Source: an optimization exercise on an open RTL-to-GDS flow (aim: small area). Production flows keep margins and buffers that such runs may drop.
The RTL was checked by simulation tests, not by an equivalence proof against the original design.
Power figures rest on the tool's default switching activity, not on a simulated workload.

// ddmtd
module ddmtd
#(
  parameter integer COUNTER_BIT_WIDTH = 16
)
(
  input  wire rst_n_ddmtdclk_i,
  input  wire clk_a_i,
  input  wire clk_b_i,
  input  wire clk_ddmtd_i,
  input  wire [15:0]  deglitch_threshold_i,
  output wire signed [COUNTER_BIT_WIDTH-1:0] phase_diff_o,
  output reg                                 phase_diff_p_o
);
export LEC_CHECK = 0
export CAP_MARGIN = 0
export CORE_MARGIN = 2
export CORE_UTILIZATION = 60
export CTS_BUF_LIST = sky130_fd_sc_hd__clkbuf_4 sky130_fd_sc_hd__clkbuf_8
export GPL_TIMING_DRIVEN = 0
export SLEW_MARGIN = 0
create_clock -name core_clock -period 4.0 [get_ports {clk_ddmtd_i}]
standard.sh (not shown) runs the stock make flow with config.mk's settings and CLKGATE_MAP_FILE= SYNTH_SCRIPT=/design/flow/synth_recipe.tcl, a recipe that flattens the netlist after the stock synthesis.
==> flow/flow/run.sh <==
#!/bin/bash
# The standard layout (standard.sh), with three changes:
#  - synthesis leaves the adders to ABC (no extract_fa into ha/fa cells) and
#    maps the logic with an area-oriented ABC script (flow/area.abc) instead of
#    ORFS's speed script; everything else in synthesis, and so every register,
#    is as in the standard synthesis;
#  - the port buffers are the smallest buffer (buf_1);
#  - clock tree synthesis adds no dummy loads.
set -e
W=$(pwd)
export BUFFER_PORTS_ARGS="-buffer_cell sky130_fd_sc_hd__buf_1"
export CTS_ARGS="-sink_clustering_enable -repair_clock_nets -dont_use_dummy_load -buf_list {sky130_fd_sc_hd__clkbuf_4 sky130_fd_sc_hd__clkbuf_8}"
cat > "$W/flow_synth.tcl" <<EOT
proc extract_fa {args} {
  puts "flow: extract_fa skipped; abc maps the adders"
}
proc abc {args} {
  set i [lsearch -exact \$args -script]
  if { \$i >= 0 } { lset args [expr { \$i + 1 }] $W/flow/area.abc }
  yosys abc {*}\$args
}
source $W/synth_recipe.tcl
EOT
bash standard.sh SYNTH_SCRIPT="$W/flow_synth.tcl" finish > standard.log 2>&1
==> flow/flow/area.abc <==
&get -n
&st
&dc2
&syn2
&dch -f
&nf -R 1000
&put
The baseline completed, yet does not pass: negative setup slack.
Then changed:
--- a/flow/flow/run.sh
+++ b/flow/flow/run.sh
@@ -3,4 +3,3 @@
-#  - synthesis leaves the adders to ABC (no extract_fa into ha/fa cells) and
-#    maps the logic with an area-oriented ABC script (flow/area.abc) instead of
-#    ORFS's speed script; everything else in synthesis, and so every register,
-#    is as in the standard synthesis;
+#  - synthesis maps the logic with an area-oriented ABC script (flow/area.abc)
+#    instead of ORFS's speed script; everything else in synthesis, and so every
+#    register, is as in the standard synthesis;
@@ -14,3 +12,0 @@
-proc extract_fa {args} {
-  puts "flow: extract_fa skipped; abc maps the adders"
-}
==> flow/flow/area.abc (replaced) <==
&get -n
&st
&syn2
&dch -f
&nf -a -R 1000
&put
PLACE_DENSITY = 0.45   (was unset)
This time the run finished with timing, DRC and antenna clean.
Clock-buffer cell count is unchanged.
Setup slack gains 660 ps.
Die area came out higher by 4.7%.
Sequential power is about the same.
Routed wire length fell by 15%.
Clock skew grows by 9.0 ps.
Combinational power drops by about 4%.
Final cell count decreases by 5.1%.

========
ddmtd, a different RTL version from the one above (not shown whole).
Size: about 95 flip-flops, ~37 I/O pins.
clock: 4.0 ns
lec_check: 0
abc_area: 1
cap_margin: 20
core_margin: 2
core_utilization: 40
slew_margin: 20
run.sh (not shown) runs the stock make flow with config.mk's settings and CLKGATE_MAP_FILE= SYNTH_SCRIPT=/design/flow/synth_recipe.tcl, a recipe that flattens the netlist after the stock synthesis.
Stock flow here: none of the scripts above is used.
Next try:
--- a/flow/config.mk
+++ b/flow/config.mk
@@ -6,5 +6,4 @@
 export NUM_CORES = 4
 export LEC_CHECK = 0
-export ABC_AREA = 1
 export CAP_MARGIN = 20
 export CORE_MARGIN = 2
=>
- The changed run ran to the end with no violations
- wire length shrinks by a few percent
- critical path depth shrinks by 2
- final area shrinks slightly
- clock power shrinks by a few percent
- core utilization grows by 2.9 points
- fmax shrinks by a few percent
- global-route usage grows by 0.29 points
- synthesized cell count shrinks by a quarter to a third

========
== run 1 ==
ddmtd, a different RTL version from the one above (not shown whole).
Size: ~490 cells after synthesis, ~95 flip-flops, about 37 I/O pins.
Settings: LEC_CHECK=0, CAP_MARGIN=20, CORE_MARGIN=2, CORE_UTILIZATION=60, CTS_BUF_LIST=sky130_fd_sc_hd__clkbuf_4 sky130_fd_sc_hd__clkbuf_8, GPL_TIMING_DRIVEN=0, SLEW_MARGIN=20; clock period 4.0 ns.
standard.sh (not shown) runs the stock make flow with config.mk's settings and CLKGATE_MAP_FILE= SYNTH_SCRIPT=/design/flow/synth_recipe.tcl, a recipe that flattens the netlist after the stock synthesis.
==> flow/flow/run.sh <==
#!/bin/bash
# The standard layout (standard.sh), with three changes:
#  - synthesis maps the logic with an area-oriented ABC script (flow/area.abc)
#    instead of ORFS's speed script; everything else in synthesis, and so every
#    register, is as in the standard synthesis;
#  - the port buffers are the smallest buffer (buf_1);
#  - clock tree synthesis adds no dummy loads.
set -e
W=$(pwd)
export BUFFER_PORTS_ARGS="-buffer_cell sky130_fd_sc_hd__buf_1"
export CTS_ARGS="-sink_clustering_enable -repair_clock_nets -dont_use_dummy_load -buf_list {sky130_fd_sc_hd__clkbuf_4 sky130_fd_sc_hd__clkbuf_8}"
cat > "$W/flow_synth.tcl" <<EOT
proc abc {args} {
  set i [lsearch -exact \$args -script]
  if { \$i >= 0 } { lset args [expr { \$i + 1 }] $W/flow/area.abc }
  yosys abc {*}\$args
}
source $W/synth_recipe.tcl
EOT
bash standard.sh SYNTH_SCRIPT="$W/flow_synth.tcl" finish > standard.log 2>&1
==> flow/flow/area.abc <==
&get -n
&st
&dc2
&syn2
&dch -f
&nf -R 1000
&put
Although it ran to completion, run 1 produced a layout that fails the final checks because of setup timing.
What run 2 does differently from run 1 at the input level:
==> flow/flow/area.abc <==
&get -n
&st
&syn2
&dch -f
&nf -a -R 1000
&st
&syn2
&dch -f
&nf -a -R 1000
&put
--- outcome ---
- Compare run 2 and run 1 | number of iterations in the first detailed-routing pass lower: run 1
- Run 2: full flow OK, the timing, DRC and antenna checks passed
- Lower cell count was reported by run 2, not run 1.
- Changes observed in run 2 relative to run 1: post-synthesis adder-cell area fraction comparable; data required time of the critical path now larger; largest voltage drop on the vdd net now larger; routed wire length comparable.
- Changes observed in run 2 relative to run 1: flip-flop and latch share of the layout cell area up 0.41 points, simple logic cell fraction of the synthesized area down 0.25 points.
Edits applied to the flow inputs when going from run 2 to run 3:
==> flow/run.sh (new file) <==
#!/bin/bash
# synth_recipe.tcl (not shown) runs the flow's synth.tcl, then flattens the netlist and writes it again
# the make line also repeats each setting of config.mk as NAME=value (left out here)
make -C /OpenROAD-flow-scripts/flow DESIGN_CONFIG=/design/flow/config.mk WORK_HOME=/design/flow/orfs CLKGATE_MAP_FILE= SYNTH_SCRIPT=/design/flow/synth_recipe.tcl finish
removed: flow/flow/run.sh
removed: flow/flow/area.abc
removed: flow/standard.sh
### Flow results
Run 3 finished every stage and its layout cleared the timing, DRC and antenna checks.
Compared with run 2, run 3 ends up with more cell area.
Switching portion of total power was higher in run 3 than in run 2.
Run 3 vs. run 2: placeable core area went up by about 8%.
Summary of run 3 over run 2: clock-buffer cell count rose by 2, smallest hold slack fell by 7.6 ps, achievable frequency rose by 2.4%, power share of the clock group rose by 2.9 points.
What run 4 does differently from run 3 at the input level:
==> flow/flow/run.sh (new file) <==
#!/bin/bash
# The standard layout (standard.sh), with three changes:
#  - synthesis maps the logic with an area-oriented ABC script (flow/area.abc)
#    instead of ORFS's speed script; everything else in synthesis, and so every
#    register, is as in the standard synthesis;
#  - the port buffers are the smallest buffer (buf_1);
#  - clock tree synthesis adds no dummy loads.
set -e
W=$(pwd)
export BUFFER_PORTS_ARGS="-buffer_cell sky130_fd_sc_hd__buf_1"
export CTS_ARGS="-sink_clustering_enable -repair_clock_nets -dont_use_dummy_load -buf_list {sky130_fd_sc_hd__clkbuf_4 sky130_fd_sc_hd__clkbuf_8}"
cat > "$W/flow_synth.tcl" <<EOT
proc abc {args} {
  set i [lsearch -exact \$args -script]
  if { \$i >= 0 } { lset args [expr { \$i + 1 }] $W/flow/area.abc }
  yosys abc {*}\$args
}
source $W/synth_recipe.tcl
EOT
bash standard.sh SYNTH_SCRIPT="$W/flow_synth.tcl" finish > standard.log 2>&1
==> flow/flow/area.abc (new file) <==
&get -n
&st
&dch
&nf -R 1000
&put
==> flow/standard.sh (new file) <==
#!/bin/bash
# synth_recipe.tcl (not shown) runs the flow's synth.tcl, then flattens the netlist and writes it again
# the make line also repeats each setting of config.mk as NAME=value (left out here)
make -C /OpenROAD-flow-scripts/flow DESIGN_CONFIG=/design/flow/config.mk WORK_HOME=/design/flow/orfs CLKGATE_MAP_FILE= SYNTH_SCRIPT=/design/flow/synth_recipe.tcl "${@:-finish}"
removed: flow/run.sh
Findings:
Summary of run 4 over run 3: total power decreased by about 18% relative to the old numbers; total non-filler cell area in the finished layout decreased about 11%.
[run 4 vs run 3] worst clock skew: higher in run 4
Summary of run 4 over run 3: wire length now smaller; non-clock buffer count -about 17%; slack of the critical path lower.
Going from run 3 to run 4, netlist area before placement shrank by a little under 10%.
[inputs] run 5 vs run 4
==> flow/flow/area.abc <==
strash
dc2
&get -n
&syn2
&dch -f
&nf -a -R 1000
&put
Findings:
No crash in run 5: every stage finished, but the layout fails its final checks due to setup timing.
Internal reg-to-reg setup slack was higher in the run labelled run 4.
Global-route usage, run 5 and run 4: smaller value in run 4
Run 5 vs run 4: total power after layout up by a little under 10%
Compared with run 4, the detailed router inserted more vias in run 5.

========
== v23 ==
RTL: one of the versions met above, not the one the previous note started from.
For scale: roughly 470 cells after synthesis, about 95 flip-flops.
## ddmtd
module ddmtd
#(
  parameter integer COUNTER_BIT_WIDTH = 16
)
(
  input  wire rst_n_ddmtdclk_i,
  input  wire clk_a_i,
  input  wire clk_b_i,
  input  wire clk_ddmtd_i,
  input  wire [15:0]  deglitch_threshold_i,
  output wire signed [COUNTER_BIT_WIDTH-1:0] phase_diff_o,
  output reg                                 phase_diff_p_o
);
  wire [15:0] rel_a, rel_b;
  wire        tag_a_p, tag_b_p;
  deglitcher deglitcher_inst_a (
    .rst_n_ddmtdclk_i     (rst_n_ddmtdclk_i),
    .clk_in_i             (clk_a_i),
    .clk_ddmtd_i          (clk_ddmtd_i),
    .deglitch_threshold_i (deglitch_threshold_i),
    .tag_o                (rel_a),
    .tag_p_o              (tag_a_p)
  );
  deglitcher deglitcher_inst_b (
    .rst_n_ddmtdclk_i     (rst_n_ddmtdclk_i),
    .clk_in_i             (clk_b_i),
    .clk_ddmtd_i          (clk_ddmtd_i),
    .deglitch_threshold_i (deglitch_threshold_i),
    .tag_o                (rel_b),
    .tag_p_o              (tag_b_p)
  );
  reg  wait_a, wait_b;
  wire wait_tag = ~(wait_a | wait_b);
  wire done_a   = wait_a & tag_a_p;                  
  wire done_b   = wait_b & tag_b_p;                  
  wire both     = wait_tag & tag_a_p & tag_b_p;      
  wire only_a   = wait_tag & tag_a_p & ~tag_b_p;     
  wire only_b   = wait_tag & tag_b_p & ~tag_a_p;     
  always @(posedge clk_ddmtd_i) begin
    if (!rst_n_ddmtdclk_i) begin
      phase_diff_p_o <= 1'b0;
      wait_a         <= 1'b0;
      wait_b         <= 1'b0;
    end else begin
      phase_diff_p_o <= both | done_a | done_b;
      wait_a         <= only_b | (wait_a & ~tag_a_p);
  ...
Settings: LEC_CHECK=0, CAP_MARGIN=0, CORE_MARGIN=2, CORE_UTILIZATION=60, CTS_BUF_LIST=sky130_fd_sc_hd__clkbuf_4 sky130_fd_sc_hd__clkbuf_8, GPL_TIMING_DRIVEN=0, SLEW_MARGIN=0; clock period 4.0 ns.
==> flow/flow/run.sh <==
#!/bin/bash
# The standard layout (standard.sh), with three changes:
#  - synthesis maps the logic with an area-oriented ABC script (flow/area.abc)
#    instead of ORFS's speed script; everything else in synthesis, and so every
#    register, is as in the standard synthesis;
#  - the port buffers are the smallest buffer (buf_1);
#  - clock tree synthesis adds no dummy loads.
set -e
W=$(pwd)
export BUFFER_PORTS_ARGS="-buffer_cell sky130_fd_sc_hd__buf_1"
export CTS_ARGS="-sink_clustering_enable -repair_clock_nets -dont_use_dummy_load -buf_list {sky130_fd_sc_hd__clkbuf_4 sky130_fd_sc_hd__clkbuf_8}"
cat > "$W/flow_synth.tcl" <<EOT
proc abc {args} {
  set i [lsearch -exact \$args -script]
  if { \$i >= 0 } { lset args [expr { \$i + 1 }] $W/flow/area.abc }
  yosys abc {*}\$args
}
source $W/synth_recipe.tcl
EOT
bash standard.sh SYNTH_SCRIPT="$W/flow_synth.tcl" finish > standard.log 2>&1
==> flow/flow/area.abc <==
strash
dc2
&get -n
&syn2
&dch -f
&nf -a -R 1000
&put
The inputs of v25 differ from those of v23 as listed below.
# v23
export LEC_CHECK = 0
export CAP_MARGIN = 0
export CORE_MARGIN = 2
export CORE_UTILIZATION = 60
export CTS_BUF_LIST = sky130_fd_sc_hd__clkbuf_4 sky130_fd_sc_hd__clkbuf_8
export GPL_TIMING_DRIVEN = 0
export SLEW_MARGIN = 0
create_clock -name core_clock -period 4.0 [get_ports {clk_ddmtd_i}]
# v25
export LEC_CHECK = 0
export CAP_MARGIN = 20
export CORE_MARGIN = 2
export CORE_UTILIZATION = 60
export CTS_BUF_LIST = sky130_fd_sc_hd__clkbuf_4 sky130_fd_sc_hd__clkbuf_8
export GPL_TIMING_DRIVEN = 0
export SLEW_MARGIN = 20
create_clock -name core_clock -period 4.0 [get_ports {clk_ddmtd_i}]
==> flow/flow/area.abc <==
&get -n
&st
&syn2
&dch -f
&nf -a -R 1000
&put
Notes after the runs:
- From v23 to v25 the numbers moved as follows: overall via count from detail_route saw an increase; worst hold slack grew by 0.0099 ns; worst setup slack after placement went down 0.17 ns; maximum frequency has increased.
- Adder and majority cell fraction of the synthesized area delta (v25 -> v23): insignificant
Here is what was changed in the inputs of v45 compared with v25.
# v25
export LEC_CHECK = 0
export CAP_MARGIN = 20
export CORE_MARGIN = 2
export CORE_UTILIZATION = 60
export CTS_BUF_LIST = sky130_fd_sc_hd__clkbuf_4 sky130_fd_sc_hd__clkbuf_8
export GPL_TIMING_DRIVEN = 0
export SLEW_MARGIN = 20
create_clock -name core_clock -period 4.0 [get_ports {clk_ddmtd_i}]
# v45
export LEC_CHECK = 0
export CAP_MARGIN = 20
export CORE_MARGIN = 2
export CORE_UTILIZATION = 70
export CTS_BUF_LIST = sky130_fd_sc_hd__clkbuf_4 sky130_fd_sc_hd__clkbuf_8
export GPL_TIMING_DRIVEN = 0
export SLEW_MARGIN = 20
create_clock -name core_clock -period 4.0 [get_ports {clk_ddmtd_i}]
==> results.txt <==
- Delta (v45 minus v25): footprint of the multi-input gates saw little to no change, number of cells upsized or downsized after cts increased by 2 relative to the old numbers, final-layout worst hold slack decreased by 0.0091 ns relative to the old numbers, routability-driven placement congestion ratio rose by 3.9%.
- v45 falls short of v25 in wire length.
- Relative to v25, global-route usage increased by 5.0 points in v45.
- On share of the final layout cell area in sequential cells, v25 and v45 are basically level.
- Proportion of power drawn by the clock network of v25 is on par with v45.
- Min share of power burned in combinational logic across v25 and v45: v25
- v45 ends up with a routed length on met1 that is 3.8% higher than in v25.
- Re total of fill cells in the finished design: v25 and v45 aren't equal, and the lower value belongs to v45.

[afterwards: timing with drivers on the ports]
In the flow no input, the clock included, has a driving cell. The finished layouts below were timed again as built, in two steps.
Step 1 (the two cells are an assumption about what drives the block):
set clk [get_ports {clk_ddmtd_i}]
set_driving_cell -lib_cell sky130_fd_sc_hd__clkbuf_16 $clk
set_driving_cell -lib_cell sky130_fd_sc_hd__buf_2 [delete_from_list [all_inputs] $clk]
Step 2 adds t to the input delays and takes it off the output delays; t is the mean of the earliest and latest rising clock arrival at the registers after step 1. Input paths then give back, and output paths get back, about the clock's delay inside the block.
Three values: no drivers, after step 1, after step 2; two values: the first two.
run | t (ns) | slack for setup (ns) | worst hold slack (ns)
the first run of note 1 | 0.383 | -0.442 / -0.442 / -0.442 | 0.379 / 0.379 / 0.379
the second run of note 1 | 0.369 | 0.217 / 0.217 / -0.086 | 0.379 / 0.379 / 0.379
the first run of note 2 | 0.390 | 0.286 / 0.246 / 0.636 | 0.372 / 0.372 / 0.372
the second run of note 2 | 0.398 | 0.144 / 0.099 / 0.497 | 0.373 / 0.373 / 0.373
run 1 | 0.372 | -0.091 / -0.091 / -0.095 | 0.383 / 0.383 / 0.383
run 2 | 0.378 | 0.243 / 0.246 / -0.132 | 0.385 / 0.385 / 0.385
run 3 | 0.392 | 0.332 / 0.332 / 0.332 | 0.377 / 0.377 / 0.377
run 4 | 0.375 | 0.292 / 0.292 / 0.052 | 0.376 / 0.376 / 0.376
run 5 | 0.373 | -0.159 / -0.159 / -0.159 | 0.379 / 0.379 / 0.379
v23 | 0.378 | 0.133 / 0.133 / -0.123 | 0.377 / 0.377 / 0.377
v25 | 0.367 | 0.208 / 0.208 / -0.031 | 0.387 / 0.387 / 0.387
v45 | 0.371 | 0.269 / 0.269 / -0.085 | 0.377 / 0.377 / 0.377
Met with ideal ports but missed after step 2: setup timing in 5 of these runs. For run 2, which loses most, drivers alone change the setup slack by +0.003 ns; drivers and shift together by -0.375 ns.
